This is an optimization exercise on Yosys and OpenROAD, whose aim is a short achievable clock period and few clock cycles, not a production implementation.
No functional check of the RTL was part of this run.

File: flow/config.mk
export PLATFORM = sky130hd
export DESIGN_NAME = cr16_core
export DESIGN_NICKNAME = cr16_core
export VERILOG_FILES = /design/flow/design.v
export SDC_FILE = /design/flow/constraint.sdc
export NUM_CORES = 4
export LEC_CHECK = 0
export CAP_MARGIN = 20
export CORE_MARGIN = 2
export CORE_UTILIZATION = 40
export SLEW_MARGIN = 20
File: flow/constraint.sdc
create_clock -name core_clock -period 15.0 [get_ports {I_CLK}]
set_input_delay 3.0000 -clock core_clock [delete_from_list [all_inputs] [get_ports {I_CLK}]]
set_output_delay 3.0000 -clock core_clock [all_outputs]
set_load 0.01 [all_outputs]
File: flow/design.v
module cr16_core
       (input wire I_CLK,
        input wire I_NRESET,
        input wire [15:0] I_MEM_DATA,
        input wire [15:0] I_EXT_MEM_DATA,
        output wire [15:0] O_MEM_DATA,
        output wire [15:0] O_MEM_ADDRESS,
        output wire O_MEM_WRITE_ENABLE,
        output wire [15:0] O_EXT_MEM_DATA,
        output wire [15:0] O_EXT_MEM_ADDRESS,
        output wire O_EXT_MEM_WRITE_ENABLE);
reg [15:0][15:0] rf;      
reg [4:0] flags;          
reg [15:0] maddr, mwd;
reg mwe;
reg [15:0] xaddr, xwd;
reg xwe;
assign O_MEM_ADDRESS          = maddr;
assign O_MEM_DATA             = mwd;
assign O_MEM_WRITE_ENABLE     = mwe;
assign O_EXT_MEM_ADDRESS      = xaddr;
assign O_EXT_MEM_DATA         = xwd;
assign O_EXT_MEM_WRITE_ENABLE = xwe;
reg rq_f;                 
reg ar_f;                 
reg [15:0] ar_pc;
reg [15:0] lastf;         
reg pend_v;               
reg [15:0] pend_tgt;
reg ret_q, ret_a;         
reg lq_v, lq_x, la_v, la_x;
reg [3:0] lq_rd, la_rd;
reg [2:0] qv;
reg [2:0][15:0] qi, qpc;
reg mul_ph;
reg [15:0] ma, mb;
wire [15:0] ir   = qi[0];
wire [15:0] irpc = qpc[0];
wire iv          = qv[0];
wire [3:0] op  = ir[15:12];
wire [3:0] ex  = ir[7:4];
wire [3:0] rdf = ir[11:8];
wire [3:0] rsf = ir[3:0];
wire [15:0] ra = rf[rsf];
wire [15:0] rb = rf[rdf];
wire [15:0] sp = rf[15];
wire op0 = op == 4'h0;
wire opf = op == 4'hF;
wire d_aluim  = op >= 4'h1 && op <= 4'h9;
wire d_arshi  = opf && ex == 4'h0;
wire d_alu    = op0 || d_aluim || d_arshi;
wire d_mul    = (op0 && ex == 4'h2) || op == 4'h3;
wire d_cmp    = (op0 && ex == 4'h4) || op == 4'h5;
wire d_mov    = opf && ex == 4'h1;
wire d_jc     = opf && ex == 4'h2;
wire d_call   = opf && ex == 4'h3;
wire d_ret    = opf && ex == 4'h4;
wire d_lpc    = opf && ex == 4'h5;
wire d_lsf    = opf && ex == 4'h6;
wire d_ssf    = opf && ex == 4'h7;
wire d_push   = opf && ex == 4'h8;
wire d_pop    = opf && ex == 4'h9;
wire d_load   = opf && ex == 4'hA;
wire d_store  = opf && ex == 4'hB;
wire d_loadx  = opf && ex == 4'hC;
wire d_storex = opf && ex == 4'hD;
wire d_movil  = op == 4'hA;
wire d_moviu  = op == 4'hB;
wire d_bc     = op == 4'hC;
wire d_calld  = op == 4'hD;
wire imm_shift = op0 && (ex == 4'hA || ex == 4'hC || ex == 4'hE);
wire u_rs = (op0 && !imm_shift) || d_mov || d_jc || d_call || d_ssf || d_push ||
            d_load || d_loadx || d_store || d_storex;
wire u_rd = d_alu || d_movil || d_moviu || d_store || d_storex || d_mov || d_lpc || d_lsf ||
            d_pop || d_load || d_loadx;
wire u_sp = d_push || d_pop || d_call || d_calld || d_ret;
function automatic hz(input v, input [3:0] r, input urs, input urd, input usp,
                      input [3:0] rs_, input [3:0] rd_);
    hz = v && ((urs && rs_ == r) || (urd && rd_ == r) || (usp && r == 4'd15));
endfunction
wire stall_ld = hz(lq_v, lq_rd, u_rs, u_rd, u_sp, rsf, rdf) ||
                hz(la_v, la_rd, u_rs, u_rd, u_sp, rsf, rdf);
wire stall    = stall_ld || (d_mul && !mul_ph);
wire e_go     = iv && !stall;
reg ctrue;
always @(*) begin
    case (rdf)
        4'h0: ctrue = flags[3];
        4'h1: ctrue = !flags[3];
        4'h2: ctrue = flags[0];
        4'h3: ctrue = !flags[0];
        4'h4: ctrue = flags[2];
        4'h5: ctrue = !flags[2];
        4'h6: ctrue = !flags[4] && !flags[3];
        4'h7: ctrue = !flags[4];
        4'h8: ctrue = !flags[1] && !flags[3];
        4'h9: ctrue = !flags[1];
        4'hA: ctrue = flags[4];
        4'hB: ctrue = flags[4] || flags[3];
        4'hC: ctrue = flags[1];
        4'hD: ctrue = flags[1] || flags[3];
        4'hE: ctrue = 1'b1;
        default: ctrue = 1'b0;
    endcase
end
reg [15:0] aa;
always @(*) begin
    if (op0)
        aa = imm_shift ? {12'b0, ir[3:0]} : ra;
    else if (opf)
        aa = {12'b0, ir[3:0]};
    else if (op <= 4'h5)
        aa = {{8{ir[7]}}, ir[7:0]};
    else
        aa = {8'b0, ir[7:0]};
end
wire [15:0] bb = rb;
wire k_add  = (op0 && (ex == 4'h0 || ex == 4'h1)) || op == 4'h1 || op == 4'h2;
wire k_addc = (op0 && ex == 4'h1) || op == 4'h2;
wire k_sub  = (op0 && (ex == 4'h3 || ex == 4'h4)) || op == 4'h4 || op == 4'h5;
wire k_not  = (op0 && ex == 4'h5) || op == 4'h6;
wire k_and  = (op0 && ex == 4'h6) || op == 4'h7;
wire k_or   = (op0 && ex == 4'h7) || op == 4'h8;
wire k_xor  = (op0 && ex == 4'h8) || op == 4'h9;
wire k_lsh  = op0 && (ex == 4'h9 || ex == 4'hA || ex == 4'hD || ex == 4'hE);
wire k_rsh  = (op0 && (ex == 4'hB || ex == 4'hC || ex == 4'hF)) || d_arshi;
wire [15:0] a_x = k_sub ? ~aa : aa;
wire [16:0] sum = {1'b0, bb} + {1'b0, a_x} + {16'b0, k_sub || k_addc};
wire b_gt_a  = bb > aa;
wire b_gt_as = $signed(bb) > $signed(aa);
reg [15:0] alu_r;
always @(*) begin
    alu_r = 16'b0;
    if (k_add || k_sub) alu_r = sum[15:0];
    if (k_not) alu_r = ~aa;
    if (k_and) alu_r = aa & bb;
    if (k_or)  alu_r = aa | bb;
    if (k_xor) alu_r = aa ^ bb;
    if (k_lsh) alu_r = bb << aa[3:0];
    if (k_rsh) alu_r = bb >> aa[3:0];
end
reg [4:0] alu_f;
always @(*) begin
    alu_f = 5'b0;
    alu_f[3] = alu_r == 16'b0;
    if (k_add) begin
        alu_f[0] = sum[16];
        alu_f[1] = b_gt_a;
        alu_f[2] = (aa[15] == bb[15]) && (aa[15] != sum[15]);
        alu_f[4] = (aa[15] != bb[15] && sum[15]) || (aa[15] && bb[15]);
    end
    if (k_sub) begin
        alu_f[0] = b_gt_a;
        alu_f[1] = b_gt_a;
        alu_f[2] = (aa[15] != bb[15]) && (aa[15] == sum[15]);
        alu_f[4] = b_gt_as;
    end
    if (d_mul) alu_f = 5'b0;
end
wire [15:0] mul_r = ma * mb;
reg e_we;
reg [3:0] e_wr;
reg [15:0] e_wd;
always @(*) begin
    e_we = 1'b0;
    e_wr = rdf;
    e_wd = alu_r;
    if (d_mul)
        e_wd = mul_r;
    else if (d_mov)
        e_wd = ra;
    else if (d_movil)
        e_wd = {rb[15:8], ir[7:0]};
    else if (d_moviu)
        e_wd = {ir[7:0], rb[7:0]};
    else if (d_lpc)
        e_wd = irpc;
    else if (d_lsf)
        e_wd = {11'b0, flags};
    if ((d_alu && !d_cmp) || d_mov || d_movil || d_moviu || d_lpc || d_lsf)
        e_we = e_go;
    if (d_push || d_call || d_calld) begin
        e_we = e_go;
        e_wr = 4'd15;
        e_wd = sp - 16'd1;
    end
    if (d_pop || d_ret) begin
        e_we = e_go;
        e_wr = 4'd15;
        e_wd = sp + 16'd1;
    end
end
wire [15:0] pc1 = irpc + 16'd1;
wire [15:0] br_tgt = pc1 + {{8{ir[7]}}, ir[7:0]};
wire [15:0] cd_tgt = pc1 + {{4{ir[11]}}, ir[11:0]};
wire t_br   = e_go && ((d_bc || d_jc) && ctrue);
wire [15:0] t_tgt = d_bc ? br_tgt : ra;
wire t_call = e_go && (d_call || d_calld);
wire t_ret  = e_go && d_ret;
wire kill   = t_br || t_call || t_ret;
wire e_mw = e_go && (d_push || d_call || d_calld || d_store);
wire e_mr = e_go && (d_pop || d_ret || d_load);
reg [15:0] e_ma, e_md;
always @(*) begin
    e_ma = sp;
    e_md = ra;
    if (d_call || d_calld) e_md = pc1;
    if (d_pop || d_ret) e_ma = sp + 16'd1;
    if (d_load) e_ma = ra;
    if (d_store) e_ma = rb;
end
wire [2:0] sv = e_go ? {1'b0, qv[2:1]} : qv;
wire [2:0][15:0] si = e_go ? {qi[2], qi[2:1]} : qi;
wire [2:0][15:0] sp_ = e_go ? {qpc[2], qpc[2:1]} : qpc;
wire [1:0] scnt = {1'b0, sv[0]} + {1'b0, sv[1]} + {1'b0, sv[2]};
wire enq = ar_f && !kill;
wire [2:0] sv_prev = {sv[1:0], 1'b1};
wire [1:0] qcnt_n = kill ? 2'd0 : scnt + {1'b0, enq};
wire ar_f_n = rq_f && !kill;
wire room = ({1'b0, qcnt_n} + {2'b0, ar_f_n}) <= 3'd2;
integer i;
always @(posedge I_CLK or negedge I_NRESET) begin
    if (!I_NRESET) begin
        rf     <= '0;
        flags  <= 5'b0;
        maddr  <= 16'b0;
        mwd    <= 16'b0;
        mwe    <= 1'b0;
        xaddr  <= 16'b0;
        xwd    <= 16'b0;
        xwe    <= 1'b0;
        rq_f   <= 1'b0;
        ar_f   <= 1'b1;
        ar_pc  <= 16'b0;
        lastf  <= 16'b0;
        pend_v <= 1'b0;
        pend_tgt <= 16'b0;
        ret_q  <= 1'b0;
        ret_a  <= 1'b0;
        lq_v   <= 1'b0;
        lq_x   <= 1'b0;
        lq_rd  <= 4'b0;
        la_v   <= 1'b0;
        la_x   <= 1'b0;
        la_rd  <= 4'b0;
        qv     <= 3'b0;
        qi     <= '0;
        qpc    <= '0;
        mul_ph <= 1'b0;
        ma     <= 16'b0;
        mb     <= 16'b0;
    end
    else begin
        for (i = 0; i < 16; i = i + 1) begin
            if (e_we && e_wr == i)
                rf[i] <= e_wd;
            else if (la_v && la_rd == i)
                rf[i] <= la_x ? I_EXT_MEM_DATA : I_MEM_DATA;
        end
        if (e_go && d_alu) flags <= alu_f;
        if (e_go && d_ssf) flags <= ra[4:0];
        if (iv && d_mul && !stall_ld) begin
            mul_ph <= !mul_ph;
            ma <= aa;
            mb <= bb;
        end
        lq_v  <= e_go && (d_pop || d_load || d_loadx);
        lq_x  <= d_loadx;
        lq_rd <= rdf;
        la_v  <= lq_v;
        la_x  <= lq_x;
        la_rd <= lq_rd;
        ret_q <= t_ret;
        ret_a <= ret_q;
        xwe <= e_go && d_storex;
        if (e_go && (d_loadx || d_storex)) begin
            xaddr <= d_storex ? rb : ra;
            xwd   <= ra;
        end
        ar_f  <= ar_f_n;
        ar_pc <= maddr;
        if (t_call) begin
            pend_v   <= 1'b1;
            pend_tgt <= d_calld ? cd_tgt : ra;
        end
        mwe  <= e_mw;
        rq_f <= 1'b0;
        if (e_mw || e_mr) begin
            maddr <= e_ma;
            mwd   <= e_md;
        end
        else if (t_br) begin
            maddr <= t_tgt;
            lastf <= t_tgt;
            rq_f  <= 1'b1;
        end
        else if (pend_v) begin
            pend_v <= 1'b0;
            maddr  <= pend_tgt;
            lastf  <= pend_tgt;
            rq_f   <= 1'b1;
        end
        else if (ret_a) begin
            maddr <= I_MEM_DATA;
            lastf <= I_MEM_DATA;
            rq_f  <= 1'b1;
        end
        else if (!ret_q && room) begin
            maddr <= lastf + 16'd1;
            lastf <= lastf + 16'd1;
            rq_f  <= 1'b1;
        end
        for (i = 0; i < 3; i = i + 1) begin
            if (kill)
                qv[i] <= 1'b0;
            else if (sv[i]) begin
                qv[i]  <= 1'b1;
                qi[i]  <= si[i];
                qpc[i] <= sp_[i];
            end
            else if (enq && sv_prev[i]) begin
                qv[i]  <= 1'b1;
                qi[i]  <= I_MEM_DATA;
                qpc[i] <= ar_pc;
            end
            else
                qv[i] <= 1'b0;
        end
    end
end
endmodule
File: flow/run.sh
#!/bin/bash
# synth_recipe.tcl (not shown) runs the flow's synth.tcl, then flattens the netlist and writes it again
# the make line also repeats each setting of config.mk as NAME=value (left out here)
make -C /OpenROAD-flow-scripts/flow DESIGN_CONFIG=/design/flow/config.mk WORK_HOME=/design/flow/orfs CLKGATE_MAP_FILE= SYNTH_SCRIPT=/design/flow/synth_recipe.tcl finish
==> results.txt <==
-- registers in the layout, summed over array words and instances (netlist names), 4 cells and up --
name	count
qpc	48
qi	48
lq_rd	4
la_rd	4
mb	16
xwd	16
ar_pc	16
ma	16
xaddr	16
mwd	16
maddr	16
lastf	16
pend_tgt	16
rf	256
flags	5
-- layout make-up --
class,instances,share of cell area [%]
diodes,3,0.0172
clock buffers,89,4.04
clock inverters,18,0.488
inverters,177,1.53
multi-input cells,3261,55.5
flip-flops and latches,524,30.1
well taps,1276,3.67
repair buffers,229,4.62
-- stage by stage --
| stage | hold slack [ns] | instance area [um^2] | worst slack (ns) | util [%] |
|---|---|---|---|---|
| after floorplan | 0.331 | 39000 | 8.85 | - |
| after global placement | 0.334 | 41500 | 7.20 | 42.9 |
| after detailed placement | 0.337 | 41500 | 7.17 | 42.9 |
| after CTS | 0.348 | 43500 | 7.21 | 45.0 |
| after global routing | 0.355 | 43500 | 6.44 | 45.0 |
| final | 0.346 | 43600 | 7.03 | 45.0 |
-- cells by family after synthesis --
| kind of cell | after synthesis | share of synthesized area (%) |
|---|---|---|
| AND/OR/NAND/NOR | 1327 | 15.0 |
| AO/OA/AOI/OAI | 1237 | 21.2 |
| buffers and inverters | 492 | 5.19 |
| adder cells (fa/ha/maj) | 227 | 8.89 |
| XOR/XNOR | 150 | 3.36 |
| multiplexers | 320 | 12.8 |
| flip-flops | 524 | 33.6 |
-- layer usage --
layer	global-route usage [%]	wire [um]	vias up
met5	0	100	-
met4	15.4	9270	16
met3	9.69	20300	523
met2	47.7	70200	2319
met1	46.2	68200	18109
li1	-	-	15557
-- critical path, stage by stage, from the launching register on --
cell	delay, ns
sky130_fd_sc_hd__dfrtp_1	0.83
sky130_fd_sc_hd__nand4_1	0.78
sky130_fd_sc_hd__o31ai_4	1.07
sky130_fd_sc_hd__a21oi_1	0.08
sky130_fd_sc_hd__buf_4	0.25
sky130_fd_sc_hd__nor3_1	0.18
sky130_fd_sc_hd__o21ai_0	0.18
sky130_fd_sc_hd__nand3_1	0.16
sky130_fd_sc_hd__o21ai_2	0.06
sky130_fd_sc_hd__buf_4	0.24
sky130_fd_sc_hd__inv_1	0.72
sky130_fd_sc_hd__fa_1	0.55
sky130_fd_sc_hd__ha_1	0.29
sky130_fd_sc_hd__nor2b_1	0.13
sky130_fd_sc_hd__ha_1	0.23
sky130_fd_sc_hd__ha_1	0.27
sky130_fd_sc_hd__a21oi_1	0.14
sky130_fd_sc_hd__nor2_1	0.07
sky130_fd_sc_hd__nor4_2	0.12
sky130_fd_sc_hd__buf_4	0.33
sky130_fd_sc_hd__or2_2	0.42
sky130_fd_sc_hd__inv_2	0.20
sky130_fd_sc_hd__nand3_1	0.11
sky130_fd_sc_hd__nor3b_1	0.06
sky130_fd_sc_hd__a311o_1	0.33
-- cells in the final DEF, fill, tap and decap left out, types with 26 or more instances in the layout --
cell                              count
sky130_fd_sc_hd__xor2_1              49
sky130_fd_sc_hd__o21ai_0            389
sky130_fd_sc_hd__buf_4              126
sky130_fd_sc_hd__o221ai_1            50
sky130_fd_sc_hd__xnor2_1            101
sky130_fd_sc_hd__inv_1              170
sky130_fd_sc_hd__nor3_1              59
sky130_fd_sc_hd__a221o_1             72
sky130_fd_sc_hd__a31oi_1             35
sky130_fd_sc_hd__fa_1                84
sky130_fd_sc_hd__mux2i_1            109
sky130_fd_sc_hd__nor2_1             302
sky130_fd_sc_hd__ha_1               143
sky130_fd_sc_hd__mux2_2              60
sky130_fd_sc_hd__clkdlybuf4s50_1     98
sky130_fd_sc_hd__dfrtp_1            517
sky130_fd_sc_hd__a211oi_1            49
sky130_fd_sc_hd__nand2_1            622
sky130_fd_sc_hd__or3_1               27
sky130_fd_sc_hd__a21oi_1            192
sky130_fd_sc_hd__a22oi_1             53
sky130_fd_sc_hd__o211ai_1           156
sky130_fd_sc_hd__nand3_1             91
sky130_fd_sc_hd__and2_1              73
sky130_fd_sc_hd__mux4_2             135
sky130_fd_sc_hd__clkbuf_16           58
sky130_fd_sc_hd__a21o_1              26
-- worst max path at each step --
stage	slack, ns	endpoint	start	depth (start not counted)
after floorplan	8.85	lastf[11]$_DFFE_PN0P_	qi[2]$_DFFE_PN0P_	27
after global placement	7.20	maddr[15]$_DFFE_PN0P_	qi[13]$_DFFE_PN0P_	24
after detailed placement	7.17	maddr[15]$_DFFE_PN0P_	qi[13]$_DFFE_PN0P_	24
after CTS	7.21	maddr[15]$_DFFE_PN0P_	qi[13]$_DFFE_PN0P_	24
after global routing	6.44	maddr[15]$_DFFE_PN0P_	qi[13]$_DFFE_PN0P_	24
final	7.03	maddr[15]$_DFFE_PN0P_	qi[13]$_DFFE_PN0P_	24
==> PnR_summary.wiki <==
{| class="wikitable"
! Metric !! Value
|-
| Result of the run || timing/DRC/antenna clean
|-
| Port bufs || about 100
|-
| Worst flop-to-flop path startpoint || qi[13]$_DFFE_PN0P_
|-
| Hold violation count in the final report || 0
|-
| Startpoint of the lowest-slack hold path || lq_x$_DFF_PN0_
|-
| Multi-input logic area || around 0.024 mm^2
|-
| Register bit count reported by yosys || around 520
|-
| Count of different cell masters after synthesis || 96
|-
| Number of nets in the layout || approximately 4500
|-
| Worst Path Required || between 15 and 20 ns
|-
| Total of warnings raised by yosys || 1
|-
| Number of global-route vias before repair || ~34000
|-
| Core area || around 0.097 mm^2
|-
| Classification of the worst setup path || flop to flop
|-
| H-Tree Level Count || 2
|-
| DRC violation total after the first TritonRoute iteration || roughly 5000
|-
| Post-CTS resize count || 0
|-
| Sequential area share after synthesis || ~34%
|-
| Total of endpoints with negative setup slack in the final report || 0
|-
| Setup slack of the most critical reg-to-reg path || roughly 7 ns
|-
| Hold-fix buffers, CTS || 0
|-
| Slew Limit Headroom || approximately 17%
|-
| Aggregate routed wire length || 168000 um
|-
| Root Buffer Master || sky130_fd_sc_hd__clkbuf_16
|-
| Hold path cells || 0
|-
| Post-synthesis cell type with the largest combined area || sky130_fd_sc_hd__dfrtp_1
|-
| Element type at the critical path start || flop
|-
| Max Clock Skew || ~0.055 ns
|-
| Dominant cell by count in the synthesized netlist || sky130_fd_sc_hd__nand2_1
|-
| Total global-route track usage || between 30% and 40%
|-
| CTS tree || built
|-
| Cell count after placement || 5466
|-
| Most used flip-flop cell after synthesis || sky130_fd_sc_hd__dfrtp_1
|-
| Count of placed standard cells in the final layout, fillers left out || ~5600
|-
| Cell area after synthesis || 0.0390 mm^2
|-
| Number of nets with antenna violations after detailed routing || 0
|-
| Register-to-Register Path Depth || 24
|-
| Area taken by flip-flops and latches || 0.0131 mm^2
|-
| Unrepaired setup endpoints after global routing || false
|-
| Number of rows in the core area || around 110
|-
| Height of the die || 316 um
|-
| Proportion of layout cells with a drive suffix above 1 || 11.8%
|-
| Number of antenna violations at the first check in global routing || 10
|-
| DRC errors left || 0
|-
| X dimension of the die || roughly 320 um
|-
| 1st-pass router iterations || 7
|-
| Mean number of vias per cell || around 6.5
|-
| Max frequency || between 0.1 and 0.15 GHz
|-
| Most area-consuming cells after synthesis || sky130_fd_sc_hd__dfrtp_1 (34%), sky130_fd_sc_hd__mux4_2 (7.8%), sky130_fd_sc_hd__nand2_1 (6.0%)
|-
| Worst min-delay path endpoint || la_x$_DFF_PN0_
|-
| Crit share post-route || between 50% and 60%
|-
| Number of nets produced by synthesis || 4538
|-
| Async set-reset flop share out of synthesis || 100%
|-
| Worst hold path type || flop to flop
|-
| Drt wl/cell || 30.1 um
|-
| Count of flip-flops with a built-in enable after synthesis || 0
|-
| Worst-case clock buffer depth || 3
|-
| Effective utilization at floorplan || between 40% and 50%
|-
| Reg-to-reg critical path endpoint || maddr[15]$_DFFE_PN0P_
|-
| Maximum fanout along the worst path || 24
|-
| Clock Sinks || 524
|-
| Area enclosed by the die boundary || ~0.1 mm^2
|-
| Most numerous cell types in the synthesized netlist || sky130_fd_sc_hd__nand2_1 (624), sky130_fd_sc_hd__dfrtp_1 (523), sky130_fd_sc_hd__o21ai_0 (389)
|-
| Total global routing overflow || 0
|-
| Setup repair bufs after CTS || 0
|-
| Avg Cell Area, Syn || between 9 and 10 um^2
|-
| Share of the synthesized area in the top cell type || between 30% and 40%
|-
| Setup tns final || 0 ns
|-
| Maximum number of pins on one net before global-route repair || around 150
|-
| Number of pins exceeding their max-slew limit in the final report || 0
|-
| Total via count in the routed design || 36524
|-
| Top-level port count || 100
|-
| Transition time at the pin with the least slew margin || between 1 and 1.5 ns
|-
| Fill cell total of the finished layout || ~9400
|-
| Weighted congestion reported at the end of routability-driven placement || ~1.0
|-
| Half-perimeter wire length after placement || 118000 um
|-
| Clock slew at reported path FFs || about 0.07 ns
|-
| Minimum period implied by the final worst setup slack || 7.97 ns
|-
| Synthesis-to-layout area growth || 11.5%
|-
| Clock buffer count from CTS || 58
|-
| Number of standard cells after synthesis || 4277
|-
| Worst setup EP type || flop
|-
| Crit path arrival time || approximately 8.5 ns
|-
| Latest clock arrival within the worst-skew pair || roughly 0.7 ns
|-
| Wire length of the first global-routing pass || between 200000 and 250000 um
|-
| Max Cap Viol || 0
|}

## what the ideal ports hide
No port has a modelled driver above. Below, the same layout with a new extraction and two added sets of constraints. Step 1: set_driving_cell puts a clkbuf_16 on I_CLK and a buf_2 on each other input, an assumption about the parent block. Step 2 moves the port delays by t, midway between the first and last clock arrival at a register: inputs arrive t later, outputs are due t later. That takes back most of the time a late clock gives input paths. Slacks: ideal / step 1 / step 2; pairs: ideal / step 1.
shift t [ns]: 0.746
slack for setup (ns): 7.029 / 7.029 / 7.029
worst hold slack (ns): 0.346 / 0.346 / 0.346
worst slew at a driven data input, ns: 0.07
cell pins on the clock port's net: 1
After both steps setup and hold are still met in this run. For this run, drivers alone change the setup slack by 0.000 ns; drivers and shift together by 0.000 ns.
